Source: an optimization exercise on an open RTL-to-GDS flow (aim: small area). Production flows keep margins and buffers that such runs may drop.
Only simulation tests tie the RTL to the original design; equivalence was not proved.
Power and IR drop assume default switching activity.

--- design.v ---
module DSP_48#(
    parameter A0REG = 0,           
    parameter A1REG = 1,           
    parameter B0REG = 0,           
    parameter B1REG = 1,           
    parameter CREG = 1,            
    parameter DREG = 1,            
    parameter MREG = 1,            
    parameter PREG = 1,            
    parameter CARRYINREG = 1,      
    parameter CARRYOUTREG = 1,     
    parameter OPMODEREG = 1,       
    parameter CARRYINSEL = "OPMODE5", 
    parameter B_INPUT = "DIRECT",
    parameter RSSTYPE ="SYNC"  
) (
    input  [17:0] A,        
    input  [17:0] B,        
    input  [47:0] C,       
    input  [17:0] D,        
    input         CARRYIN,  
    output [35:0] M,        
    output [47:0] P,        
    output        CARRYOUT, 
    output        CARRYOUTF,
    input         CLK,      
    input  [7:0]  OPMODE,   
    input         CEA,      
    input         CEB,      
    input         CEC,      
    input         CECARRYIN,
    input         CED,      
    input         CEM,      
    input         CEOPMODE, 
    input         CEP,      
    input         RSTA,    
    input         RSTB,     
    input         RSTC,     
    input         RSTCARRYIN, 
    input         RSTD,     
    input         RSTM,     
    input         RSTOPMODE,  
    input         RSTP,     
    input  [17:0] BCIN,     
    output [17:0] BCOUT,    
    input  [47:0] PCIN,     
    output [47:0] PCOUT     
);
    reg [17:0] A0_reg, A1_reg;
    reg [17:0] B0_reg, B1_reg;
    reg [47:0] C_reg;
    reg [17:0] D_reg;
    reg        CARRYIN_reg;
    reg        CARRYOUT_reg;
    reg [7:0]  OPMODE_reg;
    reg [35:0] M_reg;
    reg [47:0] P_reg;
    wire [17:0] A0_wire, A1_wire;
    wire [17:0] B0_wire, B1_wire,B2_wire;
    wire [47:0] C_wire;
    wire [17:0] D_wire;
    wire        CARRYIN_wire;
    wire [7:0]  OPMODE_wire;
    wire [17:0] B_mux_out;
    wire        CARRYIN_mux_out;
    wire [17:0] pre_adder_result;
    wire [35:0] mult_result;
    wire [35:0] M_wire;
    wire [47:0] X_mux_out;
    wire [47:0] Z_mux_out;
    wire [47:0] post_adder_result;
    wire [47:0] P_wire;
    wire        carryout_wire, cyo;
    wire [47:0] DAB_concat;
    assign B_mux_out = (B_INPUT=="DIRECT") ? B:BCIN;
    generate
    if(RSSTYPE =="SYNC") begin
    always @(posedge CLK) begin
        if (RSTB)
            B0_reg <= 18'b0;
        else if (CEB)
            B0_reg <= B_mux_out;
    end
    end
    else begin
    always @(posedge CLK or posedge RSTB) begin
        if (RSTB)
            B0_reg <= 18'b0;
        else if (CEB)
            B0_reg <= B_mux_out;
    end
    end
    endgenerate
    assign B0_wire = (B0REG == 1) ? B0_reg : B_mux_out;
    generate
    if(RSSTYPE =="SYNC")begin
    always @(posedge CLK) begin
        if (RSTD)
            D_reg <= 18'b0;
        else if (CED)
            D_reg <= D;
    end
    end
    else begin
    always @(posedge CLK or posedge RSTD) begin
        if (RSTD)
            D_reg <= 18'b0;
        else if (CED)
            D_reg <= D;
    end
    end
    endgenerate
    assign D_wire = (DREG == 1) ? D_reg : D;
    generate
    if(RSSTYPE =="SYNC")begin
    always @(posedge CLK) begin
        if (RSTC)
            C_reg <= 18'b0;
        else if (CEC)
            C_reg <= C;
    end
  end
    else begin
    always @(posedge CLK or posedge RSTC) begin
        if (RSTC)
            C_reg <= 18'b0;
        else if (CEC)
            C_reg <= C;
    end
    end
    endgenerate
    assign C_wire = (CREG == 1) ? C_reg : C;
    generate
    if(RSSTYPE =="SYNC")begin
    always @(posedge CLK) begin
        if (RSTA)
            A0_reg <= 18'b0;
        else if (CEA)
            A0_reg <= A;
    end
    end
    else begin
    always @(posedge CLK or posedge RSTA) begin
        if (RSTA)
            A0_reg <= 18'b0;
        else if (CEA)
            A0_reg <= A;
    end
    end
    endgenerate
    assign A0_wire = (A0REG == 1) ? A0_reg : A;
    generate
    if(RSSTYPE =="SYNC")begin
    always @(posedge CLK) begin
        if (RSTOPMODE)
            OPMODE_reg <= 18'b0;
        else if (CEOPMODE)
            OPMODE_reg <= OPMODE;
    end
    end
    else begin
    always @(posedge CLK or posedge RSTOPMODE) begin
        if (RSTOPMODE)
            OPMODE_reg <= 18'b0;
        else if (CEA)
            OPMODE_reg <= OPMODE;
    end
    end
    endgenerate
    assign OPMODE_wire = (OPMODEREG == 1) ? OPMODE_reg : OPMODE;
    assign DAB_concat = {D_wire[11:0], A0_wire, B0_wire};
    assign pre_adder_result = (OPMODE_wire[6] == 0) ? D_wire + B0_wire : D_wire - B0_wire; 
     assign B1_wire = (OPMODE_wire[4] == 0) ? B0_wire : pre_adder_result;
    generate
    if(RSSTYPE =="SYNC")begin
    always @(posedge CLK) begin
        if (RSTB)
            B1_reg <= 18'b0;
        else if (CEB)
            B1_reg <= B1_wire;
    end
    end
    else begin
    always @(posedge CLK or posedge RSTB) begin
        if (RSTB)
            B1_reg <= 18'b0;
        else if (CEA)
            B1_reg <= B1_wire;
    end
    end
    endgenerate
assign B2_wire = (B1REG==1) ? B1_reg : B1_wire ;
    assign BCOUT = B2_wire;
    generate
    if(RSSTYPE =="SYNC")begin
    always @(posedge CLK) begin
        if (RSTA)
            A1_reg <= 18'b0;
        else if (CEA)
            A1_reg <= A0_wire;
    end
    end
    else begin
    always @(posedge CLK or posedge RSTA) begin
        if (RSTA)
            A1_reg <= 18'b0;
        else if (CEA)
            A1_reg <= A0_wire;
    end
    end
    endgenerate
    assign A1_wire = (A1REG == 1) ? A1_reg : A0_wire;
    assign mult_result = A1_wire * B2_wire;
    generate
        if(CARRYINSEL == "OPMODE5")
            assign CARRYIN_mux_out = OPMODE_wire[5];
        else
            assign CARRYIN_mux_out = CARRYIN;
    endgenerate
    generate
    if(RSSTYPE =="SYNC")begin
    always @(posedge CLK) begin
        if (RSTCARRYIN)
            CARRYIN_reg <= 18'b0;
        else if (CECARRYIN)
            CARRYIN_reg <= CARRYIN_mux_out;
    end
    end
    else begin
    always @(posedge CLK or posedge RSTCARRYIN) begin
        if (RSTCARRYIN)
            CARRYIN_reg <= 18'b0;
        else if (CECARRYIN)
            CARRYIN_reg <= CARRYIN_mux_out;
    end
    end
    endgenerate
    assign CARRYIN_wire = (CARRYINREG == 1) ? CARRYIN_reg : CARRYIN_mux_out;
    generate
    if(RSSTYPE =="SYNC")begin
    always @(posedge CLK) begin
        if (RSTM)
            M_reg <= 18'b0;
        else if (CEM)
            M_reg <= mult_result ;
    end
    end
    else begin
    always @(posedge CLK or posedge RSTM) begin
        if (RSTM)
            M_reg <= 18'b0;
        else if (CEM)
            M_reg <= mult_result;
    end
    end
    endgenerate
    assign M_wire = (MREG == 1) ? M_reg : mult_result;
    assign M = M_wire;
    assign X_mux_out = (OPMODE_wire[1:0] == 2'b00) ? 48'b0 :
                      (OPMODE_wire[1:0] == 2'b01) ? M_wire :
                      (OPMODE_wire[1:0] == 2'b10) ? P_wire :
                      (OPMODE_wire[1:0] == 2'b11) ? DAB_concat : 48'b0;
    assign Z_mux_out = (OPMODE_wire[3:2] == 2'b00) ? 48'b0 :
                      (OPMODE_wire[3:2] == 2'b01) ? PCIN :
                      (OPMODE_wire[3:2] == 2'b10) ? P_wire :
                      (OPMODE_wire[3:2] == 2'b11) ? C_wire : 48'b0;
    assign {cyo, post_adder_result} = (OPMODE_wire[7] == 0) ? 
                                     Z_mux_out + X_mux_out + {47'b0, CARRYIN_wire} : 
                                     Z_mux_out - X_mux_out - {47'b0, CARRYIN_wire};
    generate
    if(RSSTYPE =="SYNC")begin
    always @(posedge CLK) begin
        if (RSTP)
            P_reg <= 18'b0;
        else if (CEP)
            P_reg <= post_adder_result ;
    end
    end
    else begin
    always @(posedge CLK or posedge RSTP) begin
        if (RSTP)
            P_reg <= 18'b0;
        else if (CEP)
            P_reg <= post_adder_result;
    end
    end
    endgenerate
    assign P_wire = (PREG == 1) ? P_reg : post_adder_result;
    assign P = P_wire;
    assign PCOUT = P_wire;
    generate
    if(RSSTYPE =="SYNC")begin
    always @(posedge CLK) begin
        if (RSTCARRYIN)
            CARRYOUT_reg <= 18'b0;
        else if (CECARRYIN)
            CARRYOUT_reg <= cyo ;
    end
    end
    else begin
    always @(posedge CLK or posedge RSTM) begin
        if (RSTCARRYIN)
            CARRYOUT_reg <= 18'b0;
        else if (CECARRYIN)
            CARRYOUT_reg <= cyo;
    end
    end
    endgenerate
    assign CARRYOUT_wire = (CARRYOUTREG == 1) ? CARRYOUT_reg : cyo;
    assign CARRYOUT = CARRYOUT_wire;
    assign CARRYOUTF = CARRYOUT_wire;
endmodule
--- constraint.sdc ---
create_clock -name core_clock -period 7.5 [get_ports {CLK}]
set_input_delay 1.5000 -clock core_clock [delete_from_list [all_inputs] [get_ports {CLK}]]
set_output_delay 1.5000 -clock core_clock [all_outputs]
set_load 0.01 [all_outputs]
--- config.mk ---
export PLATFORM = sky130hd
export DESIGN_NAME = DSP_48
export DESIGN_NICKNAME = DSP_48
export VERILOG_FILES = /design/flow/design.v
export SDC_FILE = /design/flow/constraint.sdc
export NUM_CORES = 4
export LEC_CHECK = 0
export CAP_MARGIN = 20
export CORE_MARGIN = 2
export CORE_UTILIZATION = 40
export SLEW_MARGIN = 20
--- run.sh ---
#!/bin/bash
# synth_recipe.tcl (not shown) runs the flow's synth.tcl, then flattens the netlist and writes it again
# the make line also repeats each setting of config.mk as NAME=value (left out here)
make -C /OpenROAD-flow-scripts/flow DESIGN_CONFIG=/design/flow/config.mk WORK_HOME=/design/flow/orfs CLKGATE_MAP_FILE= SYNTH_SCRIPT=/design/flow/synth_recipe.tcl finish
==> flow_summary.ini <==
[cells_and_area]
n_antenna_cell = 0
layout_common_cells = inv_1, clkdlybuf4s50_1, nor2_1
final_area_mm2 = 0.0320
multiInputGateArea_mm2 = 0.0209
area_growth_pct = 16.0
fillers = 6768
drive_gt1_share_pct = 6.31
final_common_cell = inv_1
nets = 4243
utilization_pct = 46.8
seq_area_mm2 = 0.00394

[logic_synthesis]
syn_area_per_cell_um2 = 8.25
synth-seq-area-share_pct = 14.2
syn_area_mm2 = 0.0276
synthCells = 3347
yosys_register_bits = 196
synth-async-reset-ratio_pct = 0
synth_cell_type_count = 86
synth_edf_count = 0
syn_nets = 4069
ys_warn_count = 2
synth_ff_type = dfxtp_1

[sta]
timing.fmax_mhz = 144
hold_violations = 0
maxSlewHeadroom_pct = 31.3
tightest_slew_ps = 1030
setup-violations-final = 0
fin_crit_ps = 6930
timing.final.max_slew_violations = 0
timing.final.crit_share_pct = 92.4
finalClockSkew_ps = 21.6
rsz0062_at_grt = false
fin_setup_tns_ps = 0

[setup_path]
crit_arrival_ps = 7290
cp_max_fo = 19
critical_path_class = reg2reg
ff2ff_path_depth = 21
regToRegStartpoint = A1_reg[2]
cp_slowest_stage_delay_ps = 920
slowest_stage = dfxtp_1
rr_endpoint = M_reg[35]
r2r_slack_ps = 570
worstSetupStartpointType = flop
cp-startpoint = A1_reg[2]
worstPathRequired_ps = 7860
endpoint_kind = flop
crit_top_cell = fa_1
crit_path_cell_trace = nand2_1 -> fa_1 -> fa_1 -> inv_1 -> fa_1 -> fa_1 -> fa_1 -> inv_1 -> fa_1 -> inv_1 -> ha_1 -> and3_1 -> nand3_1 -> o311ai_1 -> o22ai_1 -> buf_4 -> o21ai_1 -> a21oi_1 -> o21ai_0 -> xnor2_1 -> a211oi_1

[drt]
drt_iter0_markers = 1596
avgViaCountPerCell = 5.38
wl_per_cell_um = 21.0
drt-total-wl_mm = 92.7
vias = 23800
drcViolationCount = 0
drtAntennaViolNets = 0
drt_pass1_iterations = 5

[power]
p_per_area_mw_per_mm2 = 151
power_leakage_nw = 14.9
vdd_drop_max_mv = 0.129

[clocking]
cts_max_level = 4
cts_buffer_depth = 2
cts_tree = built
clkLatencyLatePin_ps = 520
cts.sinks = 196
cts_buffers = 17
path_clk_slew_ps = 90
root_buffer = clkbuf_16

[floorplanning]
fp-row-count = 96
die_area_mm2 = 0.0711
start_util_pct = 40.3
die_h_um = 267
core_area_mm2 = 0.0685
io_pins = 346
die_w_um = 267

[place]
port_buffers = 326
routabilityCongestion = 0.944
placed_area_mm2 = 0.0314
hpwl_mm = 74.2

[grt]
grt_pass1_vias = 24300
globalRouteOverflowTotal = 0
grt_start_max_net_pins = 50
track_usage_pct = 26.5
antenna_found_initial = 4
grt_pass1_wl_mm = 143

[outcome]
outcome = no timing/DRC/antenna violations

[flow_run]
maxCapViolCount = 0

[worst_hold_path]
hold_path_end = B1_reg[8]
hold_class = reg2reg
whs_path_depth = 2
worstHoldStart = B1_reg[8]
==> how the worst max path moves through the flow <==
| stage | cells past startpoint | endpoint | slack [ps] |
|---|---|---|---|
| floorplan | 23 | M_reg[32] | 1250 |
| global placement | 22 | M_reg[35] | 550 |
| detailed placement | 21 | M_reg[35] | 480 |
| CTS | 21 | M_reg[35] | 440 |
| global route | 23 | M_reg[35] | 30 |
| finish | 21 | M_reg[35] | 570 |
==> stage by stage <==
stage	power [mW]	hold WS, ps	setup slack, ps	std cells
floorplan	2.91	454	1250	3347
global placement	3.77	467	547	4384
detailed placement	3.78	479	481	4384
CTS	4.87	494	438	4416
global route	5.17	509	31.9	4416
finish	4.83	494	571	4416
==> final cells by class <==
class                   instances  area share [%]
clock buffers                  17            1.33
inverters                     460            5.39
repair buffers                385            11.5
well taps                     882            3.45
clock inverters                15           0.719
flip-flops and latches        196            12.3
multi-input cells            2461            65.3
==> layer usage <==
layer	part of all wire, %	wire length [um]	up-vias	global-route usage [%]
li1	-	-	11400	-
met1	43	40000	11600	33.7
met2	48	44400	661	45.3
met3	5.7	5270	93	4.29
met4	3.3	3060	0	9.03
met5	0	0	-	0
==> repair_timing <==
| action | 4_1_cts | 5_1_grt |
|---|---|---|
| buffers inserted | 0 | 0 |
| resized for setup | 0 | 4 |
| setup endpoints to repair | 0 | 1 |
| hold buffers | 0 | 0 |
==> where the power goes <==
part / internal (mW) / switching [mW]
Clock: 0.474 / 0.585
Sequential: 1.13 / 0.164
Combinational: 1.08 / 1.40
==> logic make-up after synthesis <==
logic type / Yosys count / synth area share, %
xor gates and xnor gates: 134 / 4.25
DFF: 196 / 14.2
muxes: 242 / 9.17
and+or+nand+nor: 925 / 15.5
adders and majority gates: 528 / 31.0
AOI/OAI and AO/OA: 632 / 15.7
buffers and inverters: 690 / 10.1
==> synthesized netlist by cell type, drive strengths merged (6+ instances only) <==
master   count  area (um^2)
nand3       41          205
mux2i      157         1570
o2111ai      8         87.6
and2       152          951
a22o        60          526
xor2        38          333
a211oi      54          415
or3          8         50.1
o21bai      30          225
nand4       11         75.1
ha         267         3340
nor3b        6         45.0
and3         8         50.1
o21a        14          105
nor2       294         1100
a31oi       23          144
clkbuf     154          578
fa         261         5230
o31ai       12          109
o22ai       14         87.6
nand2      288         1080
a22oi       35          263
mux2        85          961
nor4         9         56.3
o21ai       94          474
inv        460         1730
nor2b       32          200
o31a         6         52.6
buf         76          475
a21o        44          330
nand2b      23          144
dfxtp      196         3920
xnor2       96          841
a21oi      165          837
nor3        35          175
o211ai      18          140
==> worst max-delay path, delay by kind of cell (launching register included) <==
family,cells,cell delay [ps]
buffers and inverters,4,340
DFF,1,920
AOI/OAI and AO/OA,6,1320
xor gates and xnor gates,1,290
adders and majority gates,7,3390
and+or+nand+nor,3,510

==> separate check: timing with driven ports <==
The flow's constraints put no driver on any port. The routed layout listed below was extracted and timed again, unchanged, in two steps.
Step 1 (the two cells are an assumption about what drives the block):
set clk [get_ports {CLK}]
set_driving_cell -lib_cell sky130_fd_sc_hd__clkbuf_16 $clk
set_driving_cell -lib_cell sky130_fd_sc_hd__buf_2 [delete_from_list [all_inputs] $clk]
Step 2, shift: input delay + t, output delay - t, t = (earliest + latest rising clock arrival at the registers) / 2. This alone moves slack from input paths to output paths.
Slacks: no drivers / after step 1 / after step 2; pairs: no drivers / after step 1.
t (ns): 0.570
setup slack, ns: 0.571 / 0.571 / 0.571
pins driven straight from the clock port: 1
After both steps setup and hold are still met in this run. For this run, drivers alone change the setup slack by 0.000 ns; drivers and shift together by 0.000 ns.
